This is an optimization exercise on Yosys and OpenROAD, whose aim is small area and a short achievable clock period, not a production implementation.
Where RTL was checked, it was by simulation tests only, not by an equivalence proof against the original.
No activity file was given, so power comes from the tool's default toggle rates.

==> flow/design.v <==
`timescale 1ns / 1ps
module MITCH_ENC(
    input  [15:0] x,
    output [3:0]  k,
    output [6:0]  f
    );
    wire [15:0] a = {1'b0, x[14:0] ^ {15{x[15]}}};
    wire [3:0] n, h, l;
    genvar i;
    generate
        for (i = 0; i < 4; i = i + 1) begin : nib
            assign n[i] = |a[4*i+3:4*i];
            assign h[i] = a[4*i+3] | a[4*i+2];
            assign l[i] = a[4*i+3] | ~a[4*i+2] & a[4*i+1];
        end
    endgenerate
    wire k3 = n[3] | n[2];
    wire k2 = k3 ? n[3] : n[1];
    wire k1 = k3 ? (k2 ? h[3] : h[2]) : (k2 ? h[1] : h[0]);
    wire k0 = k3 ? (k2 ? l[3] : l[2]) : (k2 ? l[1] : l[0]);
    wire [15:0] b1 = k3 ? a  : {a[7:0],   8'b0};
    wire [15:0] b2 = k2 ? b1 : {b1[11:0], 4'b0};
    wire [15:0] b3 = k1 ? b2 : {b2[13:0], 2'b0};
    wire [15:0] b4 = k0 ? b3 : {b3[14:0], 1'b0};
    assign k = {k3, k2, k1, k0};
    assign f = b4[14:8];
endmodule
module MITCH_IN(
    input  [15:0] x,
    input  [15:0] y,
    output [3:0]  kx,
    output [3:0]  ky,
    output [6:0]  fx,
    output [6:0]  fy,
    output        t
    );
    wire [3:0] kxa, kya;
    wire [6:0] fxa, fya;
    MITCH_ENC ex(.x(x), .k(kxa), .f(fxa));
    MITCH_ENC ey(.x(y), .k(kya), .f(fya));
    wire nzx = |x;
    wire nzy = |y;
    assign kx = kxa & {4{nzy}};
    assign ky = kya & {4{nzx}};
    assign fx = {fxa[6:1], fxa[0] & nzy};
    assign fy = {fya[6:1], fya[0] & nzx};
    assign t  = nzx & nzy & (x[15] ^ y[15]);
endmodule
module MITCH_OUT(
    input  [3:0]  kx,
    input  [3:0]  ky,
    input  [6:0]  fx,
    input  [6:0]  fy,
    output [21:0] m
    );
    wire [3:0] kg = kx & ky;
    wire [3:0] kp = kx ^ ky;
    wire kc1 = kg[0];
    wire kc2 = kg[1] | kp[1] & kg[0];
    wire kc3 = kg[2] | kp[2] & kg[1] | kp[2] & kp[1] & kg[0];
    wire kc4 = kg[3] | kp[3] & kg[2] | kp[3] & kp[2] & kg[1] | kp[3] & kp[2] & kp[1] & kg[0];
    wire [4:0] ks = {kc4, kp ^ {kc3, kc2, kc1, 1'b0}};
    wire [6:0] g0 = fx & fy;
    wire [6:0] p0 = fx ^ fy;
    wire [6:0] g1 = g0 | {p0[6:1] & g0[5:0], 1'b0};
    wire [6:0] p1 = {p0[6:1] & p0[5:0], p0[0]};
    wire [6:0] g2 = g1 | {p1[6:2] & g1[4:0], 2'b0};
    wire [6:0] p2 = {p1[6:2] & p1[4:0], p1[1:0]};
    wire [6:0] g3 = g2 | {p2[6:4] & g2[2:0], 4'b0};
    wire [6:0] s  = p0 ^ {g3[5:0], 1'b0};
    wire       c  = g3[6];
    wire [4:0] ks1 = ks + 5'd1;
    wire [4:0] posa = ks[4]  ? {ks[3], ~ks[3], ks[2:0]}   : {2'b00, ks[3:1]};
    wire [4:0] posb = ks1[4] ? {ks1[3], ~ks1[3], ks1[2:0]} : {2'b00, ks1[3:1]};
    wire [4:0] pos  = c ? posb : posa;
    wire low = c ? ~|ks : ~|ks[4:1];
    wire [7:0]  b   = {1'b1, s};
    wire [8:0]  sa  = pos[0] ? {b, 1'b0} : {1'b0, b};
    wire [10:0] sb  = pos[1] ? {sa, 2'b0} : {2'b0, sa};
    wire [14:0] sc  = pos[2] ? {sb, 4'b0} : {4'b0, sb};
    wire [22:0] sd  = pos[3] ? {sc, 8'b0} : {8'b0, sc};
    wire [29:0] se  = pos[4] ? {sd[13:0], 16'b0} : {7'b0, sd};
    assign m = {se[28:15], se[14] | low & s[0], se[13:8], se[7] & ~low};
endmodule
module MITCH_TRUNC_W8(
    input [15:0] x,
    input [15:0] y,
    output [31:0] p
    );
    wire [3:0] kx, ky;
    wire [6:0] fx, fy;
    wire       t;
    wire [21:0] m;
    MITCH_IN  mi(.x(x), .y(y), .kx(kx), .ky(ky), .fx(fx), .fy(fy), .t(t));
    MITCH_OUT mo(.kx(kx), .ky(ky), .fx(fx), .fy(fy), .m(m));
    assign p = {t, t, m ^ {22{t}}, {8{t}}};
endmodule
`timescale 1ns / 1ps
module mult_top(
    input clk,
    input  [15:0] x,
    input  [15:0] y,
    output [31:0] p_out
    );
    wire [3:0] kx, ky;
    wire [6:0] fx, fy;
    wire       t;
    MITCH_IN mi(.x(x), .y(y), .kx(kx), .ky(ky), .fx(fx), .fy(fy), .t(t));
    reg [3:0] kx_r, ky_r;
    reg [6:0] fx_r, fy_r;
    reg       t_r;
    always @(posedge clk) begin
        kx_r <= kx;
        ky_r <= ky;
        fx_r <= fx;
        fy_r <= fy;
        t_r  <= t;
    end
    wire [21:0] m;
    MITCH_OUT mo(.kx(kx_r), .ky(ky_r), .fx(fx_r), .fy(fy_r), .m(m));
    reg [21:0] pm_r;
    reg        ps_r;
    always @(posedge clk) begin
        pm_r <= m;
        ps_r <= t_r;
    end
    assign p_out = {ps_r, ps_r, pm_r ^ {22{ps_r}}, {8{ps_r}}};
endmodule
clock: 6.3 ns
lec_check: 0
cap_margin: 20
core_margin: 2
core_utilization: 60
place_density: 0.75
setup_slack_margin: 3.25
slew_margin: 20
standard.sh (not shown) runs the stock make flow with config.mk's settings and CLKGATE_MAP_FILE= SYNTH_SCRIPT=/design/flow/synth_recipe.tcl, a recipe that flattens the netlist after the stock synthesis.
==> flow/flow/run.sh <==
#!/bin/bash
# Standard ORFS flow (the standard.sh) with these changes:
#  - ABC maps with flow/abc.script (area-oriented, no up-sizing), through a
#    copy of the ORFS scripts folder in which only abc_area.script differs;
#  - small adders are left to ABC instead of full/half-adder cells;
set -uo pipefail
cp -r "$FLOW_HOME/scripts" ./scripts
cp flow/abc.script ./scripts/abc_area.script
bash standard.sh SCRIPTS_DIR="$PWD/scripts" ABC_AREA=1 ADDER_MAP_FILE= \
  "BUFFER_PORTS_ARGS=-buffer_cell sky130_fd_sc_hd__buf_1" finish > standard.log 2>&1
==> flow/flow/abc.script <==
&get -n
&st
&dch
&nf -a
&put
topo
stime -c
Rerun with:
--- a/flow/design.v
+++ b/flow/design.v
@@ -78,11 +78,11 @@
     wire [8:0]  sa  = pos[0] ? {b, 1'b0} : {1'b0, b};
     wire [10:0] sb  = pos[1] ? {sa, 2'b0} : {2'b0, sa};
     wire [14:0] sc  = pos[2] ? {sb, 4'b0} : {4'b0, sb};
     wire [22:0] sd  = pos[3] ? {sc, 8'b0} : {8'b0, sc};
     wire [29:0] se  = pos[4] ? {sd[13:0], 16'b0} : {7'b0, sd};
-    assign m = {se[28:15], se[14] | low & s[0], se[13:8], se[7] & ~low};
+    assign m = low ? {14'b0, s[0], 7'b0} : se[28:7];
 endmodule
 module MITCH_TRUNC_W8(
     input [15:0] x,
     input [15:0] y,
     output [31:0] p
The new run completed without violations.
Combinational power drops by about 10%.
Non-clock buffer count fell by 15.
Cell area fell by 8.9%.
Clock skew fell by 0.0062 ns.
Hold slack gets worse by 0.013 ns.
Clock power goes down by 12%.
First-iteration DRC count decreases by 67%.
Setup slack is better by 0.26 ns.
Total power drops by 11%.
Final cell count went down by 5.1%.
Die area came out lower by 0.97%.
Utilization came out lower by 7.8 points.
Routed wire length fell by 41%.
Function not checked in the first run of this note: the RTL went through the layout flow alone.

## what the ideal ports hide
In the flow no input, the clock included, has a driving cell. The finished layouts below were timed again as built, in two steps. Step 1 sets driving cells, clkbuf_16 on the clock port and buf_2 on the other inputs (assumed; they add their load-dependent delay and slew). Step 2 also shifts input and output timing later by t, the mid clock arrival at the registers, as if the neighbouring blocks saw the same clock. Three values: ideal ports, drivers, drivers and shift; two values: the first two.
| run | t (ns) | setup WS [ns] | worst hold slack (ns) | worst setup path after step 2 |
|---|---|---|---|---|
| the first run | 0.344 | 2.872 / 2.868 / 2.525 | 0.347 / 0.347 / 0.347 | input to register |
| the second run | 0.326 | 3.134 / 3.094 / 2.768 | 0.334 / 0.334 / 0.334 | input to register |
After both steps setup and hold are still met in every run listed. For the second run, which loses most, drivers alone change the setup slack by -0.040 ns; drivers and shift together by -0.366 ns.
